Source: an optimization exercise on an open RTL-to-GDS flow (aim: small area and a short achievable clock period). Production flows keep margins and buffers that such runs may drop. Function was checked by simulation only, so behaviour that the tests miss may differ from the original. No activity file was given, so power comes from the tool's default toggle rates.

==> flow/design.v <==
`timescale 1ns/1ps
module regfile(input             clk,
               input             we,
               input      [4:0]  ra1, ra2, wa,
               input      [31:0] wd,
               input             f1, f2,
               input      [31:0] fd,
               output     [31:0] rd1n, rd2n,
               output     [31:0] r31);
  reg  [31:0] R [1:31];
  wire [31:1] s1, s2;
  genvar i, b;
  generate
    for (i = 1; i < 32; i = i + 1) begin : r
      always @(posedge clk)
        if (we & (wa == i)) R[i] <= wd;
      assign s1[i] = ~f1 & (ra1 == i);
      assign s2[i] = ~f2 & (ra2 == i);
    end
    for (b = 0; b < 32; b = b + 1) begin : c
      wire [31:1] col;
      for (i = 1; i < 32; i = i + 1) begin : g
        assign col[i] = R[i][b];
      end
      rdsel p1(.d(col), .s(s1), .f(f1), .fd(fd[b]), .yn(rd1n[b]));
      rdsel p2(.d(col), .s(s2), .f(f2), .fd(fd[b]), .yn(rd2n[b]));
    end
  endgenerate
  assign r31 = R[31];
endmodule
module rdsel(input [31:1] d, input [31:1] s, input f, fd, output yn);
  wire [10:0] n;
  genvar k;
  generate
    for (k = 0; k < 10; k = k + 1) begin : g
      aoi222 a(.a1(d[3*k+1]), .a2(s[3*k+1]),
               .b1(d[3*k+2]), .b2(s[3*k+2]),
               .c1(d[3*k+3]), .c2(s[3*k+3]), .y(n[k]));
    end
  endgenerate
  assign n[10] = ~((d[31] & s[31]) | (f & fd));
  assign yn = &n;
endmodule
module aoi222(input a1, a2, b1, b2, c1, c2, output y);
  assign y = ~((a1 & a2) | (b1 & b2) | (c1 & c2));
endmodule
module exslice(input            clk,
               input     [13:0] selN,
               input            ssltN,
               input     [7:0]  mem, wb, rsv, rtv, immx,
               output    [7:0]  a, b, ob, lg,
               output reg       ssum, sslt);
  reg fa0, fa1, fa2, fb0, fb1, fb2, fo0, fo1, fo2, foi, sand, sor, sub;
  always @(posedge clk) begin
    {fa0, fa1, fa2, fb0, fb1, fb2, fo0, fo1, fo2, foi, sand, sor, ssum, sub}
      <= selN;
    sslt <= ssltN;
  end
  wire [7:0] subx = {8{sub}};
  assign a  = ({8{fa1}} & mem) | ({8{fa2}} & wb) | ({8{fa0}} & rsv);
  assign b  = ({8{fb1}} & mem) | ({8{fb2}} & wb) | ({8{fb0}} & rtv);
  assign ob = ({8{fo1}} & (mem ^ subx)) | ({8{fo2}} & (wb ^ subx)) |
              ({8{fo0}} & (rtv ^ subx)) | ({8{foi}} & immx);
  assign lg = ({8{sand}} & (a & ob)) | ({8{sor}} & (a | ob));
endmodule
module ksadd(input [31:0] a, b, input cin, output [31:0] s);
  wire [31:0] p = a ^ b;
  wire [31:0] g = a & b;
  wire [31:0] G [0:5];
  wire [31:0] P [0:5];
  assign G[0] = {g[31:1], g[0] | (p[0] & cin)};
  assign P[0] = p;
  genvar k, i;
  generate
    for (k = 0; k < 5; k = k + 1) begin : lvl
      for (i = 0; i < 32; i = i + 1) begin : b
        if (i >= (1 << k)) begin : op
          if (k % 2 == 0) begin : n
            aoi21 cg(.a1(P[k][i]), .a2(G[k][i-(1<<k)]), .b1(G[k][i]), .y(G[k+1][i]));
            nand2 cp(.a(P[k][i]), .b(P[k][i-(1<<k)]), .y(P[k+1][i]));
          end else begin : t
            oai21 cg(.a1(P[k][i]), .a2(G[k][i-(1<<k)]), .b1(G[k][i]), .y(G[k+1][i]));
            nor2 cp(.a(P[k][i]), .b(P[k][i-(1<<k)]), .y(P[k+1][i]));
          end
        end else begin : cp
          if (k % 2 == 0) begin : n
            assign G[k+1][i] = ~G[k][i];
            assign P[k+1][i] = ~P[k][i];
          end else begin : t
            assign G[k+1][i] = ~G[k][i];
            assign P[k+1][i] = ~P[k][i];
          end
        end
      end
    end
  endgenerate
  assign s = ~(p ^ {G[5][30:0], ~cin});
endmodule
module aoi21(input a1, a2, b1, output y);
  assign y = ~((a1 & a2) | b1);
endmodule
module oai21(input a1, a2, b1, output y);
  assign y = ~((a1 | a2) & b1);
endmodule
module nand2(input a, b, output y);
  assign y = ~(a & b);
endmodule
module nor2(input a, b, output y);
  assign y = ~(a | b);
endmodule
module outreg #(parameter WIDTH = 8)
               (input                  clk,
                input      [WIDTH-1:0] d,
                output reg [WIDTH-1:0] q);
  always @(posedge clk)
    q <= d;
endmodule
`timescale 1ns/1ps
module mips(input         clk, reset,
            output [31:0] pc,
            input  [31:0] instr,
            output        memwrite,
            output [31:0] memaddr,
            output [31:0] memwritedata,
            input  [31:0] memreaddata);
  reg  [31:0] pcF;           
  reg  [31:0] pcprev;        
  reg  [11:0] ctlD;          
  reg  [19:0] fldD;          
  reg         sltiD;         
  reg         sxD;           
  reg         fwdAD, fwdBD;  
  reg  [31:0] srcaEn, wdEn;  
  reg  [31:0] immxE;         
  reg  [4:0]  wregE;
  reg         subE;
  reg         memtoregE, memwriteE, branchE, regwriteE, jumpE;
  reg  [31:0] aluoutM, wdM;
  reg  [4:0]  wregM;
  reg         eqM;
  reg         memtoregM, memwriteM, branchM, regwriteM;
  reg  [31:0] resultW;
  reg  [4:0]  wregW;
  reg         regwriteW;
  wire [31:0] instrD = {ctlD[11:6], fldD, ctlD[5:0]};
  wire [5:0]  opD    = instrD[31:26];
  wire [5:0]  functD = instrD[5:0];
  wire [4:0]  rsD    = instrD[25:21];
  wire [4:0]  rtD    = instrD[20:16];
  wire [4:0]  rdD    = instrD[15:11];
  wire [15:0] immD   = instrD[15:0];
  reg signext, shiftl16, regwrite, regdst, alusrc, branch, memwrite_d,
      memtoreg, jump;
  reg [1:0] aluop;
  always @(*) begin
    {signext, shiftl16, regwrite, regdst, alusrc, branch, memwrite_d,
     memtoreg, jump, aluop} = 11'b0;
    case (opD)
      6'b000000:
        if (functD == 6'b001000)      {jump} = 1'b1;                       
        else if (functD != 6'b000000) {regwrite, regdst, aluop} = 4'b1111;  
      6'b100011: {signext, regwrite, alusrc, memtoreg} = 4'b1111;           
      6'b101011: {signext, alusrc, memwrite_d} = 3'b111;                    
      6'b000100,
      6'b000101: {signext, branch, aluop} = 4'b1101;                        
      6'b001000,
      6'b001001: {signext, regwrite, alusrc} = 3'b111;                      
      6'b001101: {regwrite, alusrc, aluop} = 4'b1110;                       
      6'b001111: {shiftl16, regwrite, alusrc} = 3'b111;                     
      6'b000010: {jump} = 1'b1;                                             
      6'b000011: {regwrite, jump} = 2'b11;                                  
      6'b001010: {signext, regwrite, alusrc, aluop} = 5'b11111;             
      default: ;
    endcase
  end
  reg [2:0] aluctlD;
  always @(*)
    case (aluop)
      2'b00: aluctlD = 3'b010;
      2'b01: aluctlD = 3'b110;
      2'b10: aluctlD = 3'b001;
      default:
        case (functD)
          6'b100010, 6'b100011: aluctlD = 3'b110;
          6'b100100:            aluctlD = 3'b000;
          6'b100101:            aluctlD = 3'b001;
          6'b101010, 6'b101011: aluctlD = 3'b111;
          default:              aluctlD = 3'b010;
        endcase
    endcase
  wire isjrD = (opD == 6'b000000) & (functD == 6'b001000);
  wire [31:0] signimmD = {{16{sxD}}, immD};
  wire stall  = memtoregE & ((rsD == wregE) | (rtD == wregE));
  wire pcsrc  = branchM & (opD[0] ^ eqM);
  wire flush  = pcsrc | jumpE;
  wire bubble = stall | flush;
  wire [31:0] instrN = stall ? instrD : flush ? 32'b0 : instr;
  wire [4:0]  rsN    = instrN[25:21];
  wire [4:0]  rtN    = instrN[20:16];
  wire fa1N = regwriteE & (wregE == rsD);
  wire fa2N = regwriteM & (wregM == rsD);
  wire fb1N = regwriteE & (wregE == rtD);
  wire fb2N = regwriteM & (wregM == rtD);
  wire       sltiN = stall ? sltiD : ~flush & (instr[31:26] == 6'b001010);
  wire [2:0] aluctlN = (aluop == 2'b11 & sltiN) ? 3'b111 : aluctlD;
  wire [31:0] rd1n, rd2n, r31;
  regfile rf(
    .clk (clk),
    .we  (regwriteW),
    .ra1 (rsD),
    .ra2 (rtD),
    .wa  (jumpE ? 5'd31 : wregW),
    .wd  (jumpE ? pcF : resultW),
    .f1  (fwdAD),
    .f2  (fwdBD),
    .fd  (resultW),
    .rd1n(rd1n),
    .rd2n(rd2n),
    .r31 (r31));
  wire [31:0] pcplus4  = pcF + 32'd4;
  wire [31:0] pcbranch = pcprev + {signimmD[29:0], 2'b00};
  wire        selJr    = ~stall & flush & isjrD;
  wire        selBr    = ~stall & flush & ~isjrD & pcsrc;
  wire        selP4    = ~stall & ~(flush & (isjrD | pcsrc));
  wire [31:0] pcnext   = ({32{stall}} & pcF) | ({32{selP4}} & pcplus4) |
                         ({32{selJr}} & r31) | ({32{selBr}} & pcbranch);
  always @(posedge clk, posedge reset)
    if (reset) pcF <= 32'b0;
    else       pcF <= pcnext;
  always @(posedge clk)
    pcprev <= pcF;
  always @(posedge clk, posedge reset)
    if (reset) ctlD <= 12'b0;
    else       ctlD <= {instrN[31:26], instrN[5:0]};
  always @(posedge clk) begin
    fldD  <= instrN[25:6];
    sltiD <= sltiN;
    if (~stall)
      sxD <= ~flush & instr[15] &
             ((instr[31:26] == 6'b100011) | (instr[31:26] == 6'b101011) |
              (instr[31:27] == 5'b00010)  | (instr[31:26] == 6'b001000) |
              (instr[31:26] == 6'b001001) | (instr[31:26] == 6'b001010));
    fwdAD <= regwriteM & (wregM == rsN);
    fwdBD <= regwriteM & (wregM == rtN);
  end
  always @(posedge clk) begin
    srcaEn <= rd1n;
    wdEn   <= rd2n;
    immxE  <= (shiftl16 ? {immD, 16'b0} : signimmD) ^ {32{aluctlN[2]}};
    wregE  <= regdst ? rdD : rtD;
    subE   <= aluctlN[2];
  end
  always @(posedge clk, posedge reset)
    if (reset) {memtoregE, memwriteE, branchE, regwriteE, jumpE} <= 5'b0;
    else       {memtoregE, memwriteE, branchE, regwriteE, jumpE} <=
                 bubble ? 5'b0 : {memtoreg, memwrite_d, branch, regwrite, jump};
  wire [31:0] srcaE  = ~srcaEn;
  wire [31:0] wdE    = ~wdEn;
  wire [13:0] selN = {~fa1N & ~fa2N, fa1N, ~fa1N & fa2N,
                      ~fb1N & ~fb2N, fb1N, ~fb1N & fb2N,
                      ~alusrc & ~fb1N & ~fb2N, ~alusrc & fb1N,
                      ~alusrc & ~fb1N & fb2N, alusrc,
                      aluctlN[1:0] == 2'b00, aluctlN[1:0] == 2'b01,
                      aluctlN[1:0] == 2'b10, aluctlN[2]};
  wire [31:0] srcA, srcB, opB, logicE;
  wire [3:0]  ssum, sslt;
  genvar q;
  generate
    for (q = 0; q < 4; q = q + 1) begin : ex
      exslice s(
        .clk    (clk),
        .selN   (selN),
        .ssltN  (aluctlN[1:0] == 2'b11),
        .mem    (aluoutM[8*q+7:8*q]),
        .wb     (resultW[8*q+7:8*q]),
        .rsv    (srcaE[8*q+7:8*q]),
        .rtv    (wdE[8*q+7:8*q]),
        .immx   (immxE[8*q+7:8*q]),
        .a      (srcA[8*q+7:8*q]),
        .b      (srcB[8*q+7:8*q]),
        .ob     (opB[8*q+7:8*q]),
        .lg     (logicE[8*q+7:8*q]),
        .ssum   (ssum[q]),
        .sslt   (sslt[q]));
    end
  endgenerate
  wire [31:0] sum;
  ksadd add(.a(srcA), .b(opB), .cin(subE), .s(sum));
  wire [31:0] aluout = logicE |
                       ({{8{ssum[3]}}, {8{ssum[2]}}, {8{ssum[1]}}, {8{ssum[0]}}} & sum) |
                       {31'b0, sslt[0] & sum[31]};
  always @(posedge clk) begin
    aluoutM <= aluout;
    wdM     <= srcB;
    wregM   <= wregE;
    eqM     <= srcA == srcB;
  end
  always @(posedge clk, posedge reset)
    if (reset) {memtoregM, memwriteM, branchM, regwriteM} <= 4'b0;
    else       {memtoregM, memwriteM, branchM, regwriteM} <=
                 {memtoregE, memwriteE, branchE, regwriteE};
  assign pc           = pcF;
  assign memwrite     = memwriteM;
  outreg #(32) maddr(.clk(clk), .d(aluout), .q(memaddr));
  assign memwritedata = wdM;
  always @(posedge clk) begin
    resultW <= memtoregM ? memreaddata : aluoutM;
    wregW   <= wregM;
  end
  always @(posedge clk, posedge reset)
    if (reset) regwriteW <= 1'b0;
    else       regwriteW <= regwriteM;
endmodule
==> flow/run.sh <==
#!/bin/bash
# synth_recipe.tcl (not shown) runs the flow's synth.tcl, then flattens the netlist and writes it again
# the make line also repeats each setting of config.mk as NAME=value (left out here)
make -C /OpenROAD-flow-scripts/flow DESIGN_CONFIG=/design/flow/config.mk WORK_HOME=/design/flow/orfs CLKGATE_MAP_FILE= SYNTH_SCRIPT=/design/flow/synth_recipe.tcl finish
==> flow/config.mk <==
export PLATFORM = sky130hd
export DESIGN_NAME = mips
export DESIGN_NICKNAME = mips
export VERILOG_FILES = /design/flow/design.v
export SDC_FILE = /design/flow/constraint.sdc
export NUM_CORES = 4
export LEC_CHECK = 0
export ABC_CLOCK_PERIOD_IN_PS = 3000
export CAP_MARGIN = 20
export CORE_MARGIN = 2
export CORE_UTILIZATION = 55
export CTS_BUF_LIST = sky130_fd_sc_hd__clkbuf_16
export CTS_CLUSTER_DIAMETER = 80
export CTS_CLUSTER_SIZE = 30
export PLACE_DENSITY = 0.65
export SETUP_SLACK_MARGIN = 4.2
export SLEW_MARGIN = 20
export SYNTH_HIERARCHICAL = 1
==> flow/constraint.sdc <==
create_clock -name core_clock -period 7.0 [get_ports {clk}]
set_input_delay 1.4000 -clock core_clock [delete_from_list [all_inputs] [get_ports {clk}]]
set_output_delay 1.4000 -clock core_clock [all_outputs]
set_load 0.01 [all_outputs]
==> results of run 1 <==
## worst paths after layout
| path | endpoint | slack (ns) | cells after the start |
|---|---|---|---|
| min in group asynchronous | pcF[29]$_DFF_PP0_ | 1.18 | 3 |
| max | maddr.q[0]$_DFF_P_ | 4.00 | 12 |
| min | branchM$_DFF_PP0_ | 0.36 | 0 |
| max in group asynchronous | pcF[8]$_DFF_PP0_ | 5.23 | 3 |
| min reg2reg | branchM$_DFF_PP0_ | 0.36 | 0 |
| max reg2reg | maddr.q[0]$_DFF_P_ | 4.00 | 12 |
## metrics by stage
stage / std cells / hold WS (ns) / power (W)
floorplan: 4249 / 0.329 / 0.0138
global placement: 5801 / 0.335 / 0.0165
detailed placement: 5801 / 0.343 / 0.0165
CTS: 6010 / 0.367 / 0.0211
global route: 6085 / 0.388 / 0.0222
finish: 6088 / 0.362 / 0.0217
## state kept, by name, indices dropped and copies added, names as in the netlist, 12 cells and up
name / count
rf.R: 992
aluoutM: 32
immxE: 32
maddr.q: 32
pcF: 32
pcprev: 32
resultW: 32
srcaEn: 32
wdEn: 32
wdM: 32
fldD: 20
ctlD: 12
## worst reg2reg max path, cell delays in order (launching register included)
cell and delay, ns:
dfxtp_4 0.38, buf_4 0.16, xor2_1 0.16, a22o_1 0.20, or2_4 0.27, ha_4 0.25, a21oi_4 0.14, o21ai_2 0.10
a21oi_2 0.17, o21ai_2 0.11, a21oi_2 0.25, xnor3_2 0.35, a221o_1 0.34
## metal layers
| layer | global-route usage | up-vias | part of all wire |
|---|---|---|---|
| met1 | 0.535 | 22900 | 0.35 |
| li1 | - | 19000 | - |
| met2 | 0.620 | 3952 | 0.44 |
| met5 | 0 | - | 0.00031 |
| met4 | 0.212 | 12 | 0.067 |
| met3 | 0.109 | 687 | 0.15 |
## repair_timing
item	4_1_cts	5_1_grt
gates resized for setup	472	179
cloned	1	3
setup buffers	97	72
setup endpoints to repair	1256	653
pin swaps	50	73
## power groups by stage
stage / Clock [W] / Sequential (W) / Combinational [W]
floorplan: 0 / 0.0111 / 0.00277
global placement: 0 / 0.0116 / 0.00489
detailed placement: 0 / 0.0116 / 0.00492
CTS: 0.00444 / 0.0112 / 0.00546
global route: 0.00471 / 0.0113 / 0.00617
finish: 0.00444 / 0.0113 / 0.00597
## cell type report
type,instances,area (um2),area share
Antenna cell,3,7.51,0.000109
Clock buffer,62,1550,0.0225
Clock inverter,49,375,0.00546
Inverter,130,495,0.00720
Multi-Input combinational cell,2598,22200,0.322
Sequential cell,1400,38500,0.560
Tap cell,1403,1760,0.0255
Timing Repair Buffer,443,3920,0.0570
==> notes.md, run 1 <==
Final Util=0.642; pwr dens=315 mW/mm2; setup ws final=4.00 ns; status=no timing/DRC/antenna violations; syn_nets=4,377; CTS H-tree depth=2; die span in y=333 um; CTS buffer count=59; commonest non-fill, non-tap cells in the layout=edfxtp_1, a222oi_1, dfxtp_1; Leak=24.0 nW; number of global-route vias before repair=42,900; clk sinks=1,400; final worst-path cycle share=0.429; crit-path cells=buf_4, xor2_1, a22o_1, or2_4, ha_4, a21oi_4, o21ai_2, a21oi_2, o21ai_2, a21oi_2, xnor3_2, a221o_1; Longest Clk Path Bufs=3; Worst Path Arrival=3.63 ns; RSZ-0062 raised after global routing=yes; die area=0.111 mm2; worst r2r src=ex[0].s.sub$_DFF_P_; DR pass1 iterations=22; # port buffers=162; Clock power frac=0.205; Critical Path RT=7.63 ns; delay of the slowest cell on the worst path=0.38 ns; commonest non-fill, non-tap cell in the layout=edfxtp_1; Peak Freq=333 MHz; Vias/cell=7.65; Routability Congestion=0.985; first-pass GRT wire length=321,000 um; post-synthesis to final-layout area growth=15.5%; die width=333 um; IO Count=163; initial antenna violation count=14; hold_buf cts=0; Routed Antenna Nets=0; Peak supply drop=0.000210 V; row cnt=120; via count=46,600; GRT Overall Usage=0.406; wire per inst=38.4 um; nets@finish=4,760; Fill cells=7,978; largest net degree at the start of global routing=55; Final setup viols=0; Worst Clk Skew=0.0447 ns; Tightest Hold Check Type=reg2reg; Seq pwr share=0.520; Yosys warning count=12; Clk pin slew, worst setup/hold paths=0.11 ns; fin crit period=3.00 ns; worst-margin pin slew=1.05 ns; sw frac=0.349; Final Routed Wirelength=234,000 um; Top delay family on crit path=compound AO/OA/AOI/OAI gates; CORE AREA=0.107 mm2; crit path launch=ex[0].s.sub$_DFF_P_; worst-skew pair later-pin latency=0.77 ns; CTS tree=yes; post-synthesis cell count=4,249; Bufs and invs on worst path=1; final instance area=0.0688 mm2; Mapped Area=0.0596 mm2; Psw=0.00757 W; Slew Viols, Final=0; internal cell power=0.0141 W; logic gate share of total power=0.275; Setup crit end kind=flop; DRT iter0 DRCs=11,600; TNS Setup=0 ns; crit path kind=reg2reg; Fin. Hold Viols=0; slowest CP cell=dfxtp_4; Worst setup SP type=flop; Slew headroom=0.300; synthesized area per cell=14.0 um2; GRT overflow=0; hold wc startpoint=branchE$_DFF_PP0_; DRC violations left=0; max cap viols=0; placed cell area=0.0639 mm2; Setup WS pre-CTS=3.07 ns; dpl hpwl=151,000 um; Initial Util=0.556; layout cell share with drive strength beyond 1=0.215; worst-path fanout max=4; Clock Tree Root=clkbuf_16
==> run 2, diff against run 1 <==
--- a/flow/design.v
+++ b/flow/design.v
@@ -60,6 +60,13 @@
   assign a  = ({8{fa1}} & mem) | ({8{fa2}} & wb) | ({8{fa0}} & rsv);
   assign b  = ({8{fb1}} & mem) | ({8{fb2}} & wb) | ({8{fb0}} & rtv);
-  assign ob = ({8{fo1}} & (mem ^ subx)) | ({8{fo2}} & (wb ^ subx)) |
-              ({8{fo0}} & (rtv ^ subx)) | ({8{foi}} & immx);
+  wire [7:0] n1, n2;
+  genvar i;
+  generate
+    for (i = 0; i < 8; i = i + 1) begin : o
+      aoi22 x1(.a1(fo1), .a2(mem[i] ^ sub), .b1(fo2), .b2(wb[i] ^ sub), .y(n1[i]));
+      aoi22 x2(.a1(fo0), .a2(rtv[i] ^ sub), .b1(foi), .b2(immx[i]), .y(n2[i]));
+      nand2 x3(.a(n1[i]), .b(n2[i]), .y(ob[i]));
+    end
+  endgenerate
   assign lg = ({8{sand}} & (a & ob)) | ({8{sor}} & (a | ob));
 endmodule
@@ -95,5 +102,16 @@
     end
   endgenerate
-  assign s = ~(p ^ {G[5][30:0], ~cin});
+  wire [31:0] cn = {G[5][30:0], ~cin};
+  generate
+    for (i = 0; i < 32; i = i + 1) begin : sx
+      xnor2 x(.a(p[i]), .b(cn[i]), .y(s[i]));
+    end
+  endgenerate
+endmodule
+module xnor2(input a, b, output y);
+  assign y = ~(a ^ b);
+endmodule
+module aoi22(input a1, a2, b1, b2, output y);
+  assign y = ~((a1 & a2) | (b1 & b2));
 endmodule
 module aoi21(input a1, a2, b1, output y);
@@ -141,5 +159,5 @@
   reg         memtoregM, memwriteM, branchM, regwriteM;
   reg  [31:0] resultW;
-  reg  [4:0]  wregW;
+  reg  [4:0]  waW;           
   reg         regwriteW;
   wire [31:0] instrD = {ctlD[11:6], fldD, ctlD[5:0]};
@@ -210,5 +228,5 @@
     .ra1 (rsD),
     .ra2 (rtD),
-    .wa  (jumpE ? 5'd31 : wregW),
+    .wa  (waW),
     .wd  (jumpE ? pcF : resultW),
     .f1  (fwdAD),
@@ -306,5 +324,5 @@
   always @(posedge clk) begin
     resultW <= memtoregM ? memreaddata : aluoutM;
-    wregW   <= wregM;
+    waW     <= (~bubble & jump) ? 5'd31 : wregM;
   end
   always @(posedge clk, posedge reset)
==> run 2 against run 1 <==
  * Still clean
  * Count of clock-buffer cells in the layout down 3
  * Routed wire length decreased by 1.1%
  * Critical path depth down 5
  * Clock power down 1%
  * Via count is 0.91% lower
  * Non-clock buffer count is 41 higher
  * Die area about the same
  * Sequential power barely moved
  * Critical path type unchanged
  * Largest cell class unchanged
  * Highest routed layer unchanged
==> notes.md, run 2 <==
post-synthesis cell count=4,232; Vias/cell=7.54; WL met1=80,800 um; commonest non-fill, non-tap cell in the layout=edfxtp_1; Final Routed Wirelength=231,000 um; Slew Viols, Final=0; wire per inst=37.8 um; clk sinks=1,400; DRC violations left=0; Initial Util=0.556; Critical Path RT=7.63 ns; Fin. Hold Viols=0; fin crit period=2.87 ns; WL met2=103,000 um; hold_buf cts=0; Peak supply drop=0.000256 V; die area=0.111 mm2; multi-input logic area=0.0218 mm2; Leak=24.2 nW; largest net degree at the start of global routing=55; RSZ-0062 raised after global routing=yes; Worst Clk Skew=0.0283 ns; row cnt=120; Fill cells=8,066; Tightest Hold Check Type=reg2reg; die span in y=333 um; Setup crit end kind=flop; synthesized area per cell=14.1 um2; worst-skew pair later-pin latency=0.74 ns; Yosys warning count=12; max cap viols=0; Worst Path Arrival=3.49 ns; nets@finish=4,793; placed cell area=0.0639 mm2; DR pass1 iterations=13; hold slack=0.361 ns; # port buffers=162; Clock Tree Root=clkbuf_16; Clk pin slew, worst setup/hold paths=0.11 ns; Mapped Area=0.0596 mm2; dpl hpwl=148,000 um; met3 routed WL=32,000 um; Worst setup SP type=flop; crit path kind=reg2reg; Slew headroom=0.393; GRT Overall Usage=0.401; worst-margin pin slew=0.905 ns; via count=46,100; Reg area=0.0385 mm2; syn_nets=4,360; GRT overflow=0; CTS tree=yes; Most flops, register=rf.R; CTS H-tree depth=2; DR top layer=met5; final instance area=0.0688 mm2; worst-path fanout max=32; post-synthesis to final-layout area growth=15.4%; layout cell share with drive strength beyond 1=0.228; IO Count=163; Routed Antenna Nets=0; commonest non-fill, non-tap cells in the layout=edfxtp_1, a222oi_1, dfxtp_1; Largest register FFs=992; DRT iter0 DRCs=10,700; initial antenna violation count=9; CTS buffer count=58; CORE AREA=0.107 mm2; number of global-route vias before repair=43,000; Longest Clk Path Bufs=3; pwr dens=317 mW/mm2; first-pass GRT wire length=318,000 um; TNS Setup=0 ns; die width=333 um; Routability Congestion=1.03; final worst-path cycle share=0.409; Peak Freq=349 MHz; Final setup viols=0; status=no timing/DRC/antenna violations
## run 2: critical path, cell delays in order, from the launching register on
cell	delay (ns)
dfxtp_4	0.38
buf_4	0.18
nand4bb_4	0.26
nor2_4	0.06
buf_6	0.22
a222oi_1	0.53
nand4_1	0.66
nor4_2	0.44
## run 2: through the flow
stage	util	total power (W)	cells	setup slack (ns)
CTS	0.630	0.0212	6047	4.18
detailed placement	0.596	0.0166	5798	3.30
finish	0.641	0.0218	6119	4.13
global placement	0.596	0.0166	5798	3.38
global route	0.641	0.0223	6117	4.17
floorplan	-	0.0140	4232	3.56
## run 2: layout make-up
| type | instances | share of cell area |
|---|---|---|
| sequential | 1400 | 0.560 |
| clock inverter | 50 | 0.00568 |
| timing repair buffer | 484 | 0.0607 |
| inverter | 167 | 0.00914 |
| clock buffer | 59 | 0.0215 |
| multi-input combinational | 2554 | 0.317 |
| antenna | 2 | 0.0000728 |
| tap | 1403 | 0.0255 |
## run 2: path summary, 6_finish.rpt
path                                   start                    to  slack [ns]  depth (start not counted)
min in group asynchronous              reset  ctlD[11]$_DFFE_PP0P_        1.22                          3
min reg2reg                branchE$_DFF_PP0_     branchM$_DFF_PP0_        0.36                          0
max in group asynchronous              reset     pcF[24]$_DFF_PP0_        5.14                          3
min                        branchE$_DFF_PP0_     branchM$_DFF_PP0_        0.36                          0
max reg2reg                 fldD[11]$_DFF_P_      wdEn[23]$_DFF_P_        4.13                          7
max                         fldD[11]$_DFF_P_      wdEn[23]$_DFF_P_        4.13                          7
## run 2: where the power goes
group          internal, W  switching, W
registers           0.0104      0.000834
logic              0.00209       0.00404
clock network      0.00168       0.00269
## run 2: timing repair
item                                    in CTS  in global routing
pin swaps                                   57                 88
gates resized for setup                    436                149
cloned                                       4                  5
endpoints found under the setup margin     334                113
buffers inserted                           136                 65
## run 2: layer usage
metal,vias to the layer above,GRT usage
met1,22900,0.524
met5,-,0
met2,3705,0.616
li1,18900,-
met4,14,0.224
met3,641,0.100
==> run 3, diff against run 2 <==
--- a/flow/design.v
+++ b/flow/design.v
@@ -46,12 +46,12 @@
 endmodule
 module exslice(input            clk,
-               input     [13:0] selN,
+               input     [10:0] selN,
                input            ssltN,
                input     [7:0]  mem, wb, rsv, rtv, immx,
-               output    [7:0]  a, b, ob, lg,
+               output    [7:0]  a, ob, lg,
                output reg       ssum, sslt);
-  reg fa0, fa1, fa2, fb0, fb1, fb2, fo0, fo1, fo2, foi, sand, sor, sub;
+  reg fa0, fa1, fa2, fo0, fo1, fo2, foi, sand, sor, sub;
   always @(posedge clk) begin
-    {fa0, fa1, fa2, fb0, fb1, fb2, fo0, fo1, fo2, foi, sand, sor, ssum, sub}
+    {fa0, fa1, fa2, fo0, fo1, fo2, foi, sand, sor, ssum, sub}
       <= selN;
     sslt <= ssltN;
@@ -59,5 +59,4 @@
   wire [7:0] subx = {8{sub}};
   assign a  = ({8{fa1}} & mem) | ({8{fa2}} & wb) | ({8{fa0}} & rsv);
-  assign b  = ({8{fb1}} & mem) | ({8{fb2}} & wb) | ({8{fb0}} & rtv);
   wire [7:0] n1, n2;
   genvar i;
@@ -71,5 +70,5 @@
   assign lg = ({8{sand}} & (a & ob)) | ({8{sor}} & (a | ob));
 endmodule
-module ksadd(input [31:0] a, b, input cin, output [31:0] s);
+module ksadd(input [31:0] a, b, input cin, output [31:0] s, output pall);
   wire [31:0] p = a ^ b;
   wire [31:0] g = a & b;
@@ -102,4 +101,5 @@
     end
   endgenerate
+  assign pall = ~P[5][31];
   wire [31:0] cn = {G[5][30:0], ~cin};
   generate
@@ -153,4 +153,5 @@
   reg  [4:0]  wregE;
   reg         subE;
+  reg         fb0E, fb1E, fb2E;        
   reg         memtoregE, memwriteE, branchE, regwriteE, jumpE;
   reg  [31:0] aluoutM, wdM;
@@ -268,4 +269,7 @@
     wregE  <= regdst ? rdD : rtD;
     subE   <= aluctlN[2];
+    fb0E   <= ~fb1N & ~fb2N;
+    fb1E   <= fb1N;
+    fb2E   <= ~fb1N & fb2N;
   end
   always @(posedge clk, posedge reset)
@@ -275,11 +279,12 @@
   wire [31:0] srcaE  = ~srcaEn;
   wire [31:0] wdE    = ~wdEn;
-  wire [13:0] selN = {~fa1N & ~fa2N, fa1N, ~fa1N & fa2N,
-                      ~fb1N & ~fb2N, fb1N, ~fb1N & fb2N,
+  wire [10:0] selN = {~fa1N & ~fa2N, fa1N, ~fa1N & fa2N,
                       ~alusrc & ~fb1N & ~fb2N, ~alusrc & fb1N,
                       ~alusrc & ~fb1N & fb2N, alusrc,
                       aluctlN[1:0] == 2'b00, aluctlN[1:0] == 2'b01,
                       aluctlN[1:0] == 2'b10, aluctlN[2]};
-  wire [31:0] srcA, srcB, opB, logicE;
+  wire [31:0] srcA, opB, logicE;
+  wire [31:0] srcB = ({32{fb1E}} & aluoutM) | ({32{fb2E}} & resultW) |
+                     ({32{fb0E}} & wdE);
   wire [3:0]  ssum, sslt;
   genvar q;
@@ -296,5 +301,4 @@
         .immx   (immxE[8*q+7:8*q]),
         .a      (srcA[8*q+7:8*q]),
-        .b      (srcB[8*q+7:8*q]),
         .ob     (opB[8*q+7:8*q]),
         .lg     (logicE[8*q+7:8*q]),
@@ -304,5 +308,6 @@
   endgenerate
   wire [31:0] sum;
-  ksadd add(.a(srcA), .b(opB), .cin(subE), .s(sum));
+  wire        eqE;           
+  ksadd add(.a(srcA), .b(opB), .cin(subE), .s(sum), .pall(eqE));
   wire [31:0] aluout = logicE |
                        ({{8{ssum[3]}}, {8{ssum[2]}}, {8{ssum[1]}}, {8{ssum[0]}}} & sum) |
@@ -312,5 +317,5 @@
     wdM     <= srcB;
     wregM   <= wregE;
-    eqM     <= srcA == srcB;
+    eqM     <= eqE;
   end
   always @(posedge clk, posedge reset)
--- a/flow/config.mk
+++ b/flow/config.mk
@@ -6,5 +6,4 @@
 export NUM_CORES = 4
 export LEC_CHECK = 0
-export ABC_CLOCK_PERIOD_IN_PS = 3000
 export CAP_MARGIN = 20
 export CORE_MARGIN = 2
@@ -12,7 +11,7 @@
 export CTS_BUF_LIST = sky130_fd_sc_hd__clkbuf_16
 export CTS_CLUSTER_DIAMETER = 80
-export CTS_CLUSTER_SIZE = 30
+export CTS_CLUSTER_SIZE = 26
 export PLACE_DENSITY = 0.65
-export SETUP_SLACK_MARGIN = 4.2
+export SETUP_SLACK_MARGIN = 4.3
 export SLEW_MARGIN = 20
 export SYNTH_HIERARCHICAL = 1
==> run 3 against run 2 <==
  * Worst setup slack better by 0.050 ns
  * Sequential share of layout area decreased by 0.41 points
  * Routed wire length rose by 1.4%
  * Total power increased by 0.42%
  * Area after synthesis down 0.76%
  * Flip-flop and latch count shrank 9
  * Combinational power down 4.1%
  * Core utilization is 0.38 points higher
  * Worst hold slack improved by 0.010 ns
  * Synthesized cell count shrank 0.87%
  * Critical path depth stayed put
  * Critical endpoint is now wdEn[9]$_DFF_P_
==> notes.md, run 3 <==
Leak=24.1 nW; Setup crit end kind=flop; placed cell count=5,759; Worst Clk Skew=0.0362 ns; worst-margin pin slew=0.971 ns; Worst setup SP type=flop; Initial Util=0.553; Yosys warning count=12; CTS H-tree depth=3; Seq pwr share=0.516; worst-skew pair later-pin latency=0.69 ns; Slew headroom=0.351; crit path kind=reg2reg; fin crit period=2.82 ns; CTS buffer count=69; wire per inst=38.4 um; post-synthesis to final-layout area growth=16.7%; internal cell power=0.0144 W; synthesized area per cell=14.1 um2; Routability Congestion=1.00; Most flops, register=rf.R; logic gate share of total power=0.269; IO Count=163; Slew Viols, Final=0; DRT iter0 DRCs=12,000; dpl hpwl=148,000 um; worst-path fanout max=32; largest net degree at the start of global routing=55; DRC violations left=0; Largest register FFs=992; die width=332 um; CORE AREA=0.107 mm2; crit-path cells=buf_4, nand2_2, nor2_2, buf_6, a222oi_1, nand4_1, nor4_4; Routed Antenna Nets=0; RSZ-0062 raised after global routing=yes; row cnt=120; Vias/cell=7.62; Fin. Hold Viols=0; Worst Path Arrival=3.38 ns; pwr dens=317 mW/mm2; post-synthesis cell count=4,195; clk sinks=1,391; max cap viols=0; Final Routed Wirelength=234,000 um; Peak supply drop=0.000247 V; Peak Freq=355 MHz; Setup WS pre-CTS=3.41 ns; Top delay family on crit path=simple AND/OR/NAND/NOR gates; nets@finish=4,767; via count=46,500; syn_nets=4,323; number of global-route vias before repair=42,800; DR pass1 iterations=14; Clk pin slew, worst setup/hold paths=0.10 ns; first-pass GRT wire length=320,000 um; Psw=0.00747 W; Critical Path RT=7.56 ns; TNS Setup=0 ns; setup ws final=4.18 ns; # port buffers=162; Tightest Hold Check Type=reg2reg; CTS tree=yes; die span in y=332 um; commonest non-fill, non-tap cells in the layout=edfxtp_1, a222oi_1, dfxtp_1; die area=0.110 mm2; GRT Overall Usage=0.406; Clock Tree Root=clkbuf_16; delay of the slowest cell on the worst path=0.60 ns; Layout Cells excl Fill=6,099; Longest Clk Path Bufs=3; Final setup viols=0; GRT overflow=0; Clock power frac=0.215; final worst-path cycle share=0.402; Mapped Area=0.0591 mm2; Bufs and invs on worst path=2; commonest non-fill, non-tap cell in the layout=edfxtp_1; sw frac=0.341; status=no timing/DRC/antenna violations; slowest CP cell=nand4_1; layout cell share with drive strength beyond 1=0.239; initial antenna violation count=28
run 3: timing repair:
action                                  CTS  global route
gates cloned                              5             7
endpoints found under the setup margin  316           186
resized for setup                       492           194
hold buffers                              0             0
pin swaps                                80            74
buffers inserted                        126            74
run 3: layer usage:
layer | global-route usage | part of all wire
met5 | 0 | 0.00072
met4 | 0.205 | 0.068
met3 | 0.113 | 0.15
met2 | 0.617 | 0.44
met1 | 0.538 | 0.35
run 3: power groups by stage:
stage	Combinational (W)	Clock (W)	Sequential [W]
floorplan	0.00274	0	0.0110
global placement	0.00478	0	0.0115
detailed placement	0.00481	0	0.0115
CTS	0.00544	0.00471	0.0112
global route	0.00609	0.00499	0.0113
finish	0.00588	0.00471	0.0113
run 3: final timing paths:
| check | from | to | slack [ns] | cells past startpoint |
|---|---|---|---|---|
| max in group asynchronous | reset | pcF[27]$_DFF_PP0_ | 5.08 | 3 |
| max | fldD[13]$_DFF_P_ | wdEn[9]$_DFF_P_ | 4.18 | 7 |
| min in group asynchronous | reset | ctlD[5]$_DFFE_PP0P_ | 1.32 | 3 |
| min reg2reg | branchE$_DFF_PP0_ | branchM$_DFF_PP0_ | 0.37 | 0 |
| min | branchE$_DFF_PP0_ | branchM$_DFF_PP0_ | 0.37 | 0 |
| max reg2reg | fldD[13]$_DFF_P_ | wdEn[9]$_DFF_P_ | 4.18 | 7 |
run 3: per-stage QoR:
step / hold slack (ns) / instance area, um2 / total power [W] / utilization
finish: 0.372 / 69000 / 0.0219 / 0.645
detailed placement: 0.346 / 63400 / 0.0163 / 0.593
floorplan: 0.331 / 59300 / 0.0138 / -
CTS: 0.372 / 67600 / 0.0214 / 0.632
global route: 0.384 / 69000 / 0.0224 / 0.645
global placement: 0.336 / 63400 / 0.0163 / 0.593
run 3: final cells by class:
class / instances / area (um2)
Tap cell: 1403 / 1760
Clock buffer: 73 / 1830
Timing Repair Buffer: 483 / 4370
Inverter: 139 / 531
Multi-Input combinational cell: 2555 / 21800
Fill cell: 7912 / 37900
Antenna cell: 7 / 17.5
Sequential cell: 1391 / 38300
Clock inverter: 48 / 337

-- afterwards: timing with drivers on the ports --
No port has a modelled driver above. Below, the same layouts with a new extraction and two added sets of constraints.
Step 1: set_driving_cell puts a clkbuf_16 on clk and a buf_2 on each other input, an assumption about the parent block.
Step 2, shift: input delay + t, output delay - t, t = (earliest + latest rising clock arrival at the registers) / 2. This alone moves slack from input paths to output paths.
a / b / c = ideal / step 1 / step 2; a / b = the first two.
run	shift t [ns]	slack for setup (ns)	worst setup path after step 2	latest minus earliest clock arrival (ns)
run 1	0.819	3.998 / 3.998 / 3.635	input to register	0.047 / 0.046
run 2	0.809	4.134 / 4.134 / 3.476	input to register	0.028 / 0.029
run 3	0.740	4.185 / 4.185 / 3.633	input to register	0.037 / 0.037
After both steps every run listed still meets setup and hold. The setup slack of run 2, which loses most, moves by 0.000 ns with the drivers and by -0.658 ns with both steps.
